This design comes from an exercise in tuning for small area and a short achievable clock period on the open sky130 flow, not from production work. At most, simulation tests tie the RTL to the original design; equivalence was not proved. The RTL of run 1 was laid out without a check of its function. No activity file was given, so power comes from the tool's default toggle rates.

==> flow/design.v (outline; a module is shown in full before it is edited, if it fits) <==
// module c_inv: 4 lines
// module c_nand2: 4 lines
// module c_nand3: 4 lines
// module c_nand4: 4 lines
// module c_nor2: 4 lines
// module c_nor3: 4 lines
// module c_xor2: 4 lines
// module c_xnor2: 4 lines
// module c_maj3: 4 lines
// module c_a21oi: 4 lines
// module c_o21ai: 4 lines
// module c_aoi22: 4 lines
// module c_aoi222: 4 lines
// module c_hold: 4 lines
// module c_ha: 5 lines
// module add32_ks: 395 lines
// module add32_bk: 304 lines
// module dec5: 5 lines
// module rbit: 18 lines
// module rbit_f: 20 lines
// module riscv: 105 lines
module riscv(clk, rst, imem_addr, imem_rdata, dmem_addr, dmem_wdata, dmem_we, dmem_rdata);
  // ...
==> flow/flow/run.sh <==
#!/bin/bash
# Layout flow: the standard ORFS flow (standard.sh, unchanged synthesis),
# run with these differences:
#  - before floorplanning, every logic cell is set to its smallest drive
#    strength (flow/downsize.tcl), so only timing repair sizes cells up;
#  - input/output ports are buffered with buf_1 cells;
set -euo pipefail
export PRE_FLOORPLAN_TCL="$(pwd)/flow/downsize.tcl"
export BUFFER_PORTS_ARGS="-buffer_cell sky130_fd_sc_hd__buf_1"
export SETUP_SLACK_MARGIN=16
bash standard.sh > standard.log 2>&1
==> flow/flow/downsize.tcl <==
# Start the layout from the smallest drive strength of every logic cell:
# each combinational cell is replaced by the member of its family (same
# function and pins, another _N suffix) with the least area. Timing repair
# later sizes up the cells on paths that need it. Flip-flops are left alone.
set db [ord::get_db]
set dont_use {}
if { [info exists ::env(DONT_USE_CELLS)] } { set dont_use $::env(DONT_USE_CELLS) }
set swapped 0
foreach inst [[ord::get_db_block] getInsts] {
  set master [$inst getMaster]
  set name [$master getName]
  if { ![regexp {^(sky130_fd_sc_hd__[a-z0-9]+)_([0-9]+)$} $name -> base size] } { continue }
  if { [regexp {__(s?e?df|dl|conb|tap|fill|decap|diode)} $base] } { continue }
  set best $master
  set best_area [expr { [$master getWidth] * [$master getHeight] }]
  foreach s {0 1 2 4} {
    set cand [$db findMaster ${base}_$s]
    if { $cand eq "NULL" || [lsearch -exact $dont_use ${base}_$s] >= 0 } { continue }
    set a [expr { [$cand getWidth] * [$cand getHeight] }]
    if { $a < $best_area } { set best $cand; set best_area $a }
  }
  if { $best ne $master } {
    $inst swapMaster $best
    incr swapped
  }
}
puts "downsize: $swapped cells swapped to a smaller size"
==> flow/standard.sh <==
#!/bin/bash
# synth_recipe.tcl (not shown) runs the flow's synth.tcl, then flattens the netlist and writes it again
# the make line also repeats each setting of config.mk as NAME=value (left out here)
make -C /OpenROAD-flow-scripts/flow DESIGN_CONFIG=/design/flow/config.mk WORK_HOME=/design/flow/orfs CLKGATE_MAP_FILE= SYNTH_SCRIPT=/design/flow/synth_recipe.tcl "${@:-finish}"
==> flow/config.mk <==
export PLATFORM = sky130hd
export DESIGN_NAME = riscv
export DESIGN_NICKNAME = riscv
export VERILOG_FILES = /design/flow/design.v
export SDC_FILE = /design/flow/constraint.sdc
export NUM_CORES = 4
export LEC_CHECK = 0
export CAP_MARGIN = 20
export CELL_PAD_IN_SITES_DETAIL_PLACEMENT = 1
export CORE_MARGIN = 2
export CORE_UTILIZATION = 55
export CTS_BUF_LIST = sky130_fd_sc_hd__clkbuf_8
export CTS_CLUSTER_DIAMETER = 50
export CTS_CLUSTER_SIZE = 16
export PLACE_DENSITY = 0.65
export SLEW_MARGIN = 20
export SYNTH_HIERARCHICAL = 1
export SYNTH_MINIMUM_KEEP_SIZE = 0
==> flow/constraint.sdc <==
create_clock -name core_clock -period 30.0 [get_ports {clk}]
set_input_delay 6.0000 -clock core_clock [delete_from_list [all_inputs] [get_ports {clk}]]
set_output_delay 6.0000 -clock core_clock [all_outputs]
set_load 0.01 [all_outputs]
==> results by group, run 1 <==
Run status
  • Run status: did not finish
  • Stopped at: global routing (5_1_grt)
  • Err: [ERROR GRT-0232] Routing congestion too high. Check the congestion heatmap in the GUI.

CTS
  • CTS H-tree lvls: 3
  • Post-CTS setup buffer count: 169
  • Hold buffers post-CTS: 0
  • Post-CTS Resized: around 640
  • Clock Path Buffers: 3
  • Cts bufs inserted: approximately 110
  • Root Driver: clkbuf_8

Floorplanning
  • Row Count: 106
  • Die H: 293 µm
  • Io pins: ~160
  • Starting Density: between 50% and 60%
  • Die width: 293 µm

Placed design
  • Hpwl dp: around 150000 µm
  • Setup WS pre-CTS: 13.21 ns
  • Placed cell area: 0.0499 mm²
  • Routability congestion estimate from global placement: ~1.1
  • Placed cells: 5916
  • Input/output buffers: 162

Synthesis
  • Post-Syn Area: around 0.046 mm²
  • Mapped Cells: 4650
  • Net Count, Synth: ~4700
  • Avg Cell Area, Syn: slightly below 10 µm²
  • Synth Warn #: 7

Global route
  • Overall routing resource usage: slightly above 80%
  • GRT met1 Usage: between 80% and 90%
  • Total gr overflow: 160
  • Met2 Use GR: a little over nine tenths
  • GRT Max-Usage Layer: met2
  • Met3 Use GR: a little over 70%
  • Largest net degree at the start of global routing: 65

Timing
  • Worst ep type: output port
  • Grt repair worst endpoint: dmem_addr[31]
==> module dec5, before the edit <==
module dec5(a, y);
input  [4:0]  a;
output [31:0] y;
assign y = 32'b1 << a;
endmodule
==> run 2: changes to the inputs <==
--- a/flow/design.v
+++ b/flow/design.v
@@ -763,3 +763,21 @@
 output [31:0] y;
-assign y = 32'b1 << a;
+wire   [4:0]  an;
+wire   [3:0]  lo_n;
+wire   [7:0]  hi_n;
+genvar i;
+generate
+    for (i = 0; i < 5; i = i + 1) begin : iv
+        c_inv u (.a(a[i]), .y(an[i]));
+    end
+    for (i = 0; i < 4; i = i + 1) begin : lo
+        c_nand2 u (.a((i % 2) ? a[0] : an[0]), .b(((i / 2) % 2) ? a[1] : an[1]), .y(lo_n[i]));
+    end
+    for (i = 0; i < 8; i = i + 1) begin : hi
+        c_nand3 u (.a((i % 2) ? a[2] : an[2]), .b(((i / 2) % 2) ? a[3] : an[3]),
+                   .c(((i / 4) % 2) ? a[4] : an[4]), .y(hi_n[i]));
+    end
+    for (i = 0; i < 32; i = i + 1) begin : o
+        c_nor2 u (.a(lo_n[i % 4]), .b(hi_n[i / 4]), .y(y[i]));
+    end
+endgenerate
 endmodule
==> flow/flow/run.sh (replaced) <==
#!/bin/bash
# Layout flow: the standard ORFS flow (standard.sh, unchanged synthesis),
# run with these differences:
#  - before floorplanning (flow/downsize.tcl), every logic cell is set to its
#    smallest drive strength, so only timing repair sizes cells up, and the
#    register read decoders start at drive 2 / 4;
#  - input/output ports are buffered with buf_1 cells (repair may size them);
set -euo pipefail
export PRE_FLOORPLAN_TCL="$(pwd)/flow/downsize.tcl"
export BUFFER_PORTS_ARGS="-buffer_cell sky130_fd_sc_hd__buf_1"
export SETUP_SLACK_MARGIN=14
export GRT_SETUP_SLACK_MARGIN=13
export PRE_GLOBAL_ROUTE_TCL="$(pwd)/flow/grt_margin.tcl"
bash standard.sh > standard.log 2>&1
--- a/flow/flow/downsize.tcl
+++ b/flow/flow/downsize.tcl
@@ -27 +27,29 @@
 puts "downsize: $swapped cells swapped to a smaller size"
+
+# The register read decoders (dec_rs1, dec_rs2) start larger: their outputs
+# drive one gate in each of the 32 bit slices of a read port.
+proc size_driver { pattern size } {
+  set db [ord::get_db]
+  set n 0
+  foreach net [[ord::get_db_block] getNets] {
+    if { ![string match $pattern [$net getName]] } { continue }
+    foreach it [$net getITerms] {
+      if { ![$it isOutputSignal] } { continue }
+      set inst [$it getInst]
+      set name [[$inst getMaster] getName]
+      if { [regexp {^(sky130_fd_sc_hd__[a-z0-9]+)_([0-9]+)$} $name -> base s] } {
+        set cand [$db findMaster ${base}_$size]
+        if { $cand ne "NULL" } { $inst swapMaster $cand; incr n }
+      }
+    }
+  }
+  return $n
+}
+set sized 0
+foreach d {dec_rs1 dec_rs2} {
+  incr sized [size_driver "$d.an*" 2]
+  incr sized [size_driver "$d.lo*" 2]
+  incr sized [size_driver "$d.hi*" 2]
+  incr sized [size_driver "$d.o*" 4]
+}
+puts "downsize: $sized read-decoder cells sized up"
==> flow/flow/grt_margin.tcl (new file) <==
# Global-route stage: repair only setup slack below GRT_SETUP_SLACK_MARGIN,
# not the full margin used before, so the more pessimistic global-route
# parasitics do not trigger another round of sizing.
if { [info exists ::env(GRT_SETUP_SLACK_MARGIN)] } {
  set ::env(SETUP_SLACK_MARGIN) $::env(GRT_SETUP_SLACK_MARGIN)
}
--- a/flow/config.mk
+++ b/flow/config.mk
@@ -12,4 +12,4 @@
 export CTS_BUF_LIST = sky130_fd_sc_hd__clkbuf_8
-export CTS_CLUSTER_DIAMETER = 50
-export CTS_CLUSTER_SIZE = 16
+export CTS_CLUSTER_DIAMETER = 45
+export CTS_CLUSTER_SIZE = 14
 export PLACE_DENSITY = 0.65
==> run 2 against run 1 <==
Now clean on timing, DRC and antenna; synthesized cell count increased by 0.13%; synthesized area up 1.1%.
==> results by group, run 2 <==
Global route
  • First-pass GRT wire length: 358000 µm
  • Overall routing resource usage: a little under three fifths
  • Initial antenna violation count: 26
  • Total gr overflow: 0
  • Largest net degree at the start of global routing: 65
  • Vias in the first global route: 49200

CTS
  • Hold buffers post-CTS: 0 (unchanged)
  • CTS H-tree lvls: 3 (unchanged)
  • Clock Path Buffers: 3 (unchanged)
  • Clock Sink Count: approximately 1000
  • Worst-path clk slew: around 0.08 ns
  • Worst-Skew Late Latency: roughly 0.87 ns
  • Cts bufs inserted: 118 (+8.3%)
  • CTS tree: yes
  • Root Driver: clkbuf_8

Floorplanning
  • Core area: roughly 0.084 mm²
  • Row Count: 106 (unchanged)
  • Die H: 295 µm (+0.54%)
  • Die area: 0.0868 mm²
  • Starting Density: 55.5% (+0.25 points)
  • Io pins: 163 (unchanged)
  • Die width: 295 µm (+0.54%)

Worst setup path
  • Critical path buffer and inverter count: 5
  • Critical path class: in2out
  • Reg-to-Reg Start: regs[10].x[0]
  • Crit end category: primary output
  • R2R cell count: 23
  • FF-to-FF End: regs[14].x[31]
  • FF-to-FF setup slack: ~22 ns
  • Crit-path cells: buf_1 -> inv_2 -> nand2_2 -> nor2_4 -> buf_4 -> a222oi_1 -> nand4_1 -> nor3_2 -> inv_1 -> buf_1
  • CP most frequent cell: buf_1
  • Crit path max fanout: 32
  • Worst setup SP type: primary input
  • CP top delay family: simple AND/OR/NAND/NOR gates
  • Critical path's largest stage delay: about 1.3 ns
  • CP max stage cell: nor3_2
  • CP Data Required Time: 24.00 ns
  • CP arrival: 10.68 ns

Layout
  • Most common cell after layout, fill and taps aside: dfxtp_1
  • Post-route design area: between 0.05 and 0.06 mm²
  • Largest reg by FF count: regs.x
  • Finished Layout Cells: between 6000 and 7000
  • Final nets: a little over 5000
  • Area Growth Syn to Fin: 14.6%
  • Max reg flops: between 900 and 1000
  • Commonest non-fill, non-tap cells in the layout: dfxtp_1, a22o_1, a22oi_1
  • Share of layout cells above drive strength 1: about an eighth
  • Biggest regs: regs.x (992), pc (32)

Detailed routing
  • Via Count: 52200
  • Initial DRC count: approximately 11000
  • Vias/cell: between 8 and 9
  • Final ANT Viol Nets: 0
  • DRT Wirelength: roughly 260000 µm
  • Drt pass-1 iters: 13
  • DRC violations left: 0
  • WL per Instance: between 40 and 50 µm

Worst hold path
  • Worst hold endpoint: regs[31].x[18]
  • Worst Hold Launch: regs[31].x[18]
  • HP Class: reg2reg
  • Worst hold path depth: 1

Timing
  • Fmax: about 0.060 GHz
  • Worst-margin pin slew: 1.37 ns
  • Final period util: between 50 and 60%
  • Setup violations, final: 0
  • Setup tns final: 0 ns
  • Hold slack: 0.504 ns
  • RSZ-0062 raised after global routing: false
  • Fin. Hold Viols: 0
  • Clock Skew: between 0.05 and 0.06 ns
  • Max-slew violation count: 0
  • Max-slew headroom: 8.43%
  • Fin crit period: between 15 and 20 ns

Pwr
  • Flop pwr share: slightly above 50%
  • Power Density: 50.5 mW/mm²
  • Leak: between 15 and 20 nW
  • Worst vdd ir: 0.0554 mV
  • Clock power share: 42.2%
  • Gate power share: around 6.9%
  • Internal Power: 1.92 mW
  • Switching share of power: between 20% and 30%
  • Switch Pwr: about 0.77 mW

Synthesis
  • Net Count, Synth: 4750 (+0.13%)
  • Synth Warn #: 7 (unchanged)
  • Mapped Cells: 4656 (+0.13%)
  • Avg Cell Area, Syn: 9.98 µm² (+0.97%)
  • Post-Syn Area: 0.0465 mm² (+1.1%)

Placed design
  • Placed cells: 5970 (+0.91%)
  • Routability congestion estimate from global placement: 1.07 (-3.5%)
  • Hpwl dp: 158000 µm (+2.3%)
  • Input/output buffers: 162 (unchanged)
  • Placed cell area: 0.0498 mm² (-0.24%)

Job
  • Max cap viols: 0

Run status
  • Run status: complete, no violations
-- run 2: per-layer routing --
metal | vias up | global-route usage [%] | part of all wire [%]
li1 | 20200 | - | -
met1 | 25500 | 69.3 | 34
met2 | 5253 | 76.2 | 39
met3 | 1229 | 26.0 | 18
met4 | 28 | 39.9 | 9.4
met5 | - | 0.0567 | 0.088
-- run 2: stage by stage --
step,util (%),power (mW),setup slack (ns)
2_1_floorplan,-,1.48,15.48
3_3_place_gp,59.5,1.56,13.27
3_5_place_dp,59.5,1.57,13.30
4_1_cts,63.3,2.66,14.00
5_1_grt,63.6,2.73,13.46
6_report,63.6,2.69,13.32
-- run 2: layout make-up --
class	count	area, µm²
clock inverter	90	962
timing repair buffer	347	2230
fill	9159	30400
clock buffer	129	1780
tap	1134	1420
multi-input combinational	3441	26100
sequential	1024	20500
inverter	67	251
antenna	12	30.0
-- run 2: repair_timing --
item | in CTS | in global routing
setup endpoints to repair | 29 | 0
buffers inserted | 18 | 0
gates resized for setup | 38 | 0
-- run 2: worst reg2reg max path, cell delays in order, from the launching register on --
cell and delay, ns:
dfxtp_1 0.34, a222oi_1 0.60, nand4_1 0.40, nor3_1 0.88, inv_1 0.24, a21oi_1 0.21, nor3_1 0.13, maj3_1 0.43
inv_1 0.07, o21ai_1 0.14, a21oi_1 0.41, o21ai_1 0.25, a21oi_1 0.68, inv_1 0.31, a21oi_1 0.45, o21ai_1 0.22
a21oi_1 0.41, o21ai_1 0.16, xor2_1 0.22, mux2_2 0.19, a22oi_1 0.11, o21ai_2 0.68, buf_4 0.51, a22o_1 0.25
-- run 2: power groups by stage --
stage | clock network (mW) | logic, mW | registers, mW
2_1_floorplan | 0 | 0.0805 | 1.40
3_3_place_gp | 0 | 0.161 | 1.40
3_5_place_dp | 0 | 0.164 | 1.40
4_1_cts | 1.12 | 0.169 | 1.37
5_1_grt | 1.17 | 0.184 | 1.37
6_report | 1.13 | 0.186 | 1.37
-- run 2: worst max path at each step --
stage / start / to / cells past startpoint / slack (ns)
6_report: imem_rdata[20] / dmem_wdata[25] / 10 / 13.32
5_1_grt: imem_rdata[17] / dmem_addr[10] / 15 / 13.46
4_1_cts: imem_rdata[17] / dmem_addr[16] / 16 / 14.00
3_5_place_dp: imem_rdata[17] / dmem_addr[14] / 14 / 13.30
3_3_place_gp: imem_rdata[17] / dmem_addr[14] / 14 / 13.27
2_1_floorplan: imem_rdata[5] / dmem_addr[31] / 10 / 15.48

static timing again, ports no longer ideal:
In the flow no input, the clock included, has a driving cell. The finished layout below was timed again as built, in two steps. Step 1 assumes that a clkbuf_16 drives the clock port and a buf_2 every other input. Step 2 times the ports against the registers' clock, not the clock port: input delays grow and output delays shrink by t, the midpoint of the rising clock arrivals with the driver on. Three values: ideal ports, drivers, drivers and shift; two values: the first two.
run: run 2
t (ns): 0.915
slack for setup (ns): 13.323 / 13.295 / 13.295
pins driven straight from the clock port: 1
After both steps run 2 still meets setup and hold. For run 2, drivers alone change the setup slack by -0.028 ns; drivers and shift together by -0.028 ns.
